From an optimization exercise on the open Yosys and OpenROAD flow, aimed at small area; shortcuts taken in it are not production practice.
In this exercise RTL edits were held to simulation tests only and were not proved equivalent to the original.
The clock input has no modelled driver; a real chip could not lean on it and would need a root buffer or a full tree.
No activity file was given, so power comes from the tool's default toggle rates.

## v10
==> module Man_encoder, before the edit <==
module Man_encoder(
  input  wire       clk,
  input  wire       rst,
  input  wire       en,
  input  wire [7:0] data_in,
  input  wire [7:0] div,
  output reg        line
);
  localparam [4:0] S_R  = 5'd9;     
  localparam [4:0] S_T1 = 5'd12;    
  reg [4:0] s;
  reg [7:0] cnt;
  reg [7:0] data;
  wire cnt_z = (cnt == 8'd0);
  wire [7:0] cnt_dec = cnt - 8'd1;
  wire [4:0] s_inc = s + 5'd1;
  wire half   = s[4] | (s[3] & s[2]);           
  wire low    = ~s[4] & ~s[3];                  
  wire mid    = ~half & s[3];                   
  wire st_r   = mid & ~s[1];
  wire st_t21 = low & ~s[0];
  wire st_i1  = low & s[0];
  wire idle   = (mid & s[1] & ~s[0]) | st_i1;   
  wire step   = half & cnt_z;
  wire adv    = (mid & (~s[1] | s[0] | en)) | st_t21 | step;
  wire bitv   = s[4] & data[~s[3:1]];
  always @(posedge clk) begin
    if (rst)
      s <= S_R;
    else if (adv)
      s <= s_inc;
    else if (st_i1 && en && cnt_z)
      s <= S_T1;
    if (st_r)
      cnt <= 8'd0;
    else if (st_t21)
      cnt <= 8'd12;
    else if (!cnt_z)
      cnt <= cnt_dec;
    else if (half)
      cnt <= div;
    if (idle)
      data <= data_in;
    if (st_r)
      line <= 1'b0;
    else if (step)
      line <= bitv ^ s[0];
  end
endmodule
==> module Man_decoder, before the edit <==
module Man_decoder(
  input  wire       clk,
  input  wire       rst,
  input  wire       line,
  output reg  [7:0] data_out,
  output wire [2:0] state_out
);
  localparam [2:0] RESET          = 3'b001;
  localparam [2:0] IDLE_HIGH      = 3'b010;
  localparam [2:0] IDLE_LOW       = 3'b100;
  localparam [2:0] CLOCKSYNC_HIGH = 3'b011;
  localparam [2:0] CLOCKSYNC_LOW  = 3'b101;
  localparam [2:0] MASK           = 3'b110;
  localparam [2:0] READ           = 3'b000;
  reg [2:0]  state;
  reg [2:0]  next_state;
  reg [15:0] f;             
  reg [15:0] mask_cnt;      
  reg [3:0]  decoded_cnt;   
  reg        read_one_bit;
  reg        last_line;
  function [15:0] lfsr_fwd(input [15:0] x);
    lfsr_fwd = {x[14:0], ~(x[15] ^ x[8])};
  endfunction
  function [15:0] lfsr_bwd(input [15:0] x);
    lfsr_bwd = {~(x[0] ^ x[9]), x[15:1]};
  endfunction
  wire end_of_convert = decoded_cnt[3];
  wire [3:0] dc_inc = decoded_cnt + 4'd1;
  wire [1:0] c_lo = decoded_cnt[1:0];
  wire mask_z = (mask_cnt == 16'd0) || (read_one_bit && mask_cnt == 16'd1);
  wire in_mask = state[2] & state[1];
  wire sync_end = (state == CLOCKSYNC_LOW) && line;
  wire edge_seen = !read_one_bit && last_line != line;
  always @(*) begin
    case (state)
      RESET:          next_state = rst ? RESET : IDLE_HIGH;
      IDLE_HIGH:      next_state = line ? IDLE_HIGH : IDLE_LOW;
      IDLE_LOW:       next_state = line ? CLOCKSYNC_HIGH : IDLE_LOW;
      CLOCKSYNC_HIGH: next_state = line ? CLOCKSYNC_HIGH : CLOCKSYNC_LOW;
      CLOCKSYNC_LOW:  next_state = line ? MASK : CLOCKSYNC_LOW;
      READ:           next_state = end_of_convert ? (line ? IDLE_HIGH : IDLE_LOW)
                                 : read_one_bit ? MASK : READ;
      default:        next_state = mask_z ? READ : MASK;      
    endcase
  end
  always @(posedge clk) begin
    if (rst)
      state <= RESET;
    else
      state <= next_state;
    if (in_mask)
      mask_cnt <= lfsr_bwd(mask_cnt);
    else
      mask_cnt <= f;
    case (state)
      RESET:
        data_out <= 8'd0;
      IDLE_HIGH, IDLE_LOW: begin
        f <= 16'd0;
        decoded_cnt <= 4'd0;
      end
      CLOCKSYNC_HIGH, CLOCKSYNC_LOW: begin
        data_out <= 8'd0;
        decoded_cnt <= sync_end ? 4'd0 : {2'b00, dc_inc[1:0]};
        if (c_lo != 2'd0 && !(sync_end && c_lo == 2'd2)) f <= lfsr_fwd(f);
        read_one_bit <= (c_lo == 2'd3);
      end
      READ:
        if (read_one_bit)
          read_one_bit <= 1'b0;
        else if (last_line != line) begin
          data_out <= {data_out[6:0], ~line};
          read_one_bit <= 1'b1;
          decoded_cnt <= dc_inc;
        end
      default:   
        if (mask_z) read_one_bit <= 1'b0;
    endcase
    last_line <= line;
  end
  assign state_out = ~state;
endmodule
export LEC_CHECK = 0
export CAP_MARGIN = 20
export CORE_MARGIN = 2
export CORE_UTILIZATION = 40
export PLACE_DENSITY = 0.6
export SLEW_MARGIN = 20
create_clock -name core_clock -period 10.0 [get_ports {clk}]
standard.sh (not shown) runs the stock make flow with config.mk's settings and CLKGATE_MAP_FILE= SYNTH_SCRIPT=/design/flow/synth_recipe.tcl, a recipe that flattens the netlist after the stock synthesis.
==> flow/flow/run.sh <==
#!/bin/bash
# Own layout flow: the standard flow (standard.sh) with three changes:
#  - synthesis is the standard synthesis script, but ABC maps the logic with
#    an area-oriented script (flow/abc_area.script) instead of the speed one;
#    registers are untouched (ABC only maps combinational logic);
#  - the port buffers are sky130_fd_sc_hd__buf_1;
#  - clock tree synthesis options from flow/cts_args.txt, if present;
#  - after CTS, flow/clock_tree.tcl (ORFS's POST_CTS_TCL hook) replaces the
#    clock tree with a flat one: one root buffer and 8 leaf buffers.
# Each make run's output goes to a log file of its own here; ORFS's per-step
# logs are under orfs/logs/.
set -euo pipefail
here=$(pwd)
script=$here/flow/abc_area.script
{
  echo "proc abc {args} {"
  echo "  set i [lsearch \$args -script]"
  echo "  if {\$i >= 0} { lset args [expr {\$i + 1}] $script }"
  echo "  yosys abc {*}\$args"
  echo "}"
  cat synth_recipe.tcl
} > my_synth.tcl
sed -e "s#SYNTH_SCRIPT=[^ ]*synth_recipe.tcl#SYNTH_SCRIPT=$here/my_synth.tcl#" standard.sh > my_standard.sh
grep -q "SYNTH_SCRIPT=$here/my_synth.tcl" my_standard.sh
export BUFFER_PORTS_ARGS="-buffer_cell sky130_fd_sc_hd__buf_1"
if [[ -f flow/cts_args.txt ]]; then
  export CTS_ARGS="$(cat flow/cts_args.txt)"
fi
export POST_CTS_TCL=$here/flow/clock_tree.tcl
bash my_standard.sh synth > synth.log 2>&1
bash my_standard.sh > layout.log 2>&1
Other scripts of this flow, unchanged in this note and not shown: flow/flow/abc_area.script, flow/flow/clock_tree.tcl, flow/flow/cts_args.txt
v10 finished all stages; the layout is clean.
Relative to v10, the following input files were edited for v3:
-- flow/design.v --
<<< v10, line 7
  output reg        line
);
  localparam [4:0] S_R  = 5'd9;     
  localparam [4:0] S_T1 = 5'd12;    
  reg [4:0] s;
  reg [7:0] cnt;
>>> v3, line 7
  output reg        line
);
  localparam [4:0] S_T21 = 5'd0;    
  localparam [4:0] S_TX  = 5'd1;    
  localparam [4:0] S_I1  = 5'd2;    
  localparam [4:0] S_R   = 5'd9;    
  localparam [4:0] S_I0  = 5'd10;   
  localparam [4:0] S_T0  = 5'd11;   
  localparam [4:0] S_T1  = 5'd12;   
  reg [4:0] s;
  reg [7:0] cnt;
<<< v10, line 15
  wire [7:0] cnt_dec = cnt - 8'd1;
  wire [4:0] s_inc = s + 5'd1;
  wire half   = s[4] | (s[3] & s[2]);           
  wire low    = ~s[4] & ~s[3];                  
  wire mid    = ~half & s[3];                   
  wire st_r   = mid & ~s[1];
  wire st_t21 = low & ~s[0];
  wire st_i1  = low & s[0];
  wire idle   = (mid & s[1] & ~s[0]) | st_i1;   
  wire step   = half & cnt_z;
  wire adv    = (mid & (~s[1] | s[0] | en)) | st_t21 | step;
  wire bitv   = s[4] & data[~s[3:1]];
  always @(posedge clk) begin
>>> v3, line 20
  wire [7:0] cnt_dec = cnt - 8'd1;
  wire [4:0] s_inc = s + 5'd1;
  wire st_r   = (s == S_R);
  wire st_i0  = (s == S_I0);
  wire st_i1  = (s == S_I1);
  wire st_t21 = (s == S_T21);
  wire half   = s[4] | (s[3] & s[2]);           
  wire step   = half & cnt_z;
  wire adv    = st_r | (s == S_T0) | st_t21 | (s == S_TX) | (st_i0 & en) | step;
  wire bitv   = s[4] & data[~s[3:1]];
  always @(posedge clk) begin
<<< v10, line 40
    else if (half)
      cnt <= div;
    if (idle)
      data <= data_in;
    if (st_r)
>>> v3, line 43
    else if (half)
      cnt <= div;
    if (st_i0 || st_i1)
      data <= data_in;
    if (st_r)
<<< v10, line 79
  wire [1:0] c_lo = decoded_cnt[1:0];
  wire mask_z = (mask_cnt == 16'd0) || (read_one_bit && mask_cnt == 16'd1);
  wire in_mask = state[2] & state[1];
  wire sync_end = (state == CLOCKSYNC_LOW) && line;
  wire edge_seen = !read_one_bit && last_line != line;
>>> v3, line 82
  wire [1:0] c_lo = decoded_cnt[1:0];
  wire mask_z = (mask_cnt == 16'd0) || (read_one_bit && mask_cnt == 16'd1);
  wire sync = (state == CLOCKSYNC_HIGH) || (state == CLOCKSYNC_LOW);
  wire sync_end = (state == CLOCKSYNC_LOW) && line;
  wire edge_seen = !read_one_bit && last_line != line;
<<< v10, line 89
      CLOCKSYNC_HIGH: next_state = line ? CLOCKSYNC_HIGH : CLOCKSYNC_LOW;
      CLOCKSYNC_LOW:  next_state = line ? MASK : CLOCKSYNC_LOW;
      READ:           next_state = end_of_convert ? (line ? IDLE_HIGH : IDLE_LOW)
                                 : read_one_bit ? MASK : READ;
      default:        next_state = mask_z ? READ : MASK;      
    endcase
  end
>>> v3, line 92
      CLOCKSYNC_HIGH: next_state = line ? CLOCKSYNC_HIGH : CLOCKSYNC_LOW;
      CLOCKSYNC_LOW:  next_state = line ? MASK : CLOCKSYNC_LOW;
      MASK:           next_state = mask_z ? READ : MASK;
      READ:           next_state = end_of_convert ? (line ? IDLE_HIGH : IDLE_LOW)
                                 : read_one_bit ? MASK : READ;
      default:        next_state = RESET;
    endcase
  end
<<< v10, line 99
    else
      state <= next_state;
    if (in_mask)
      mask_cnt <= lfsr_bwd(mask_cnt);
    else
>>> v3, line 103
    else
      state <= next_state;
    if (state == MASK)
      mask_cnt <= lfsr_bwd(mask_cnt);
    else
<<< v10, line 116
        read_one_bit <= (c_lo == 2'd3);
      end
      READ:
        if (read_one_bit)
>>> v3, line 120
        read_one_bit <= (c_lo == 2'd3);
      end
      MASK:
        if (mask_z) read_one_bit <= 1'b0;
      READ:
        if (read_one_bit)
<<< v10, line 124
          decoded_cnt <= dc_inc;
        end
      default:   
        if (mask_z) read_one_bit <= 1'b0;
    endcase
    last_line <= line;
>>> v3, line 130
          decoded_cnt <= dc_inc;
        end
      default: ;
    endcase
    last_line <= line;
==> comparison <==
Result for v3 and v10: all clean
Worst slew margin relative to its limit delta (v3 − v10): unfavourable
| cell count after synthesis | v3 vs v10 | 3.0% higher |
Measured against v10, the worst IR drop on VDD of v3 comes out at 0.80 times the reference value.
Total power for v3: 0.023 mW down relative to v10
Looking only at transition at the pin with the smallest max-transition slack, and setting everything else aside, the higher value of v3 and v10 goes to v3.
When v3 is set beside v10, its switching power turns out to be 3.0% smaller.
On signal arrival time at the worst endpoint: between v3 and v10, it ends up higher for v3.
Diff v3 and v10: clock network fraction of design power lower in v10
Cell area after layout (v3 over v10): increase, 1.4%
Between v3 and v10, the via count of the first global-routing pass is lower for v3.
As far as total count of hold-check failures in the final report goes, v3 and v10 are indistinguishable; the numbers are identical.
Final worst-path setup slack was higher in v10 than in v3.
In every run of this note, the design's own scripts or RTL, not TritonCTS, make the clock network.

static timing again, ports no longer ideal:
In the flow no input, the clock included, has a driving cell. The finished layouts below were timed again as built, in two steps.
Step 1: set_driving_cell puts a clkbuf_16 on clk and a buf_2 on each other input, an assumption about the parent block.
Step 2 times the ports against the registers' clock, not the clock port: input delays grow and output delays shrink by t, the midpoint of the rising clock arrivals with the driver on.
Three values: ideal, step 1, step 2; two values: the first two.
| run | t, ns | setup WS [ns] | pins driven straight from the clock port |
|---|---|---|---|
| v10 | 0.438 | 6.864 / 6.836 / 6.712 | 1 |
| v3 | 0.432 | 6.820 / 6.790 / 6.431 | 1 |
After both steps setup and hold are still met in every run listed. For v3, which loses most, drivers alone change the setup slack by -0.030 ns; drivers and shift together by -0.389 ns.
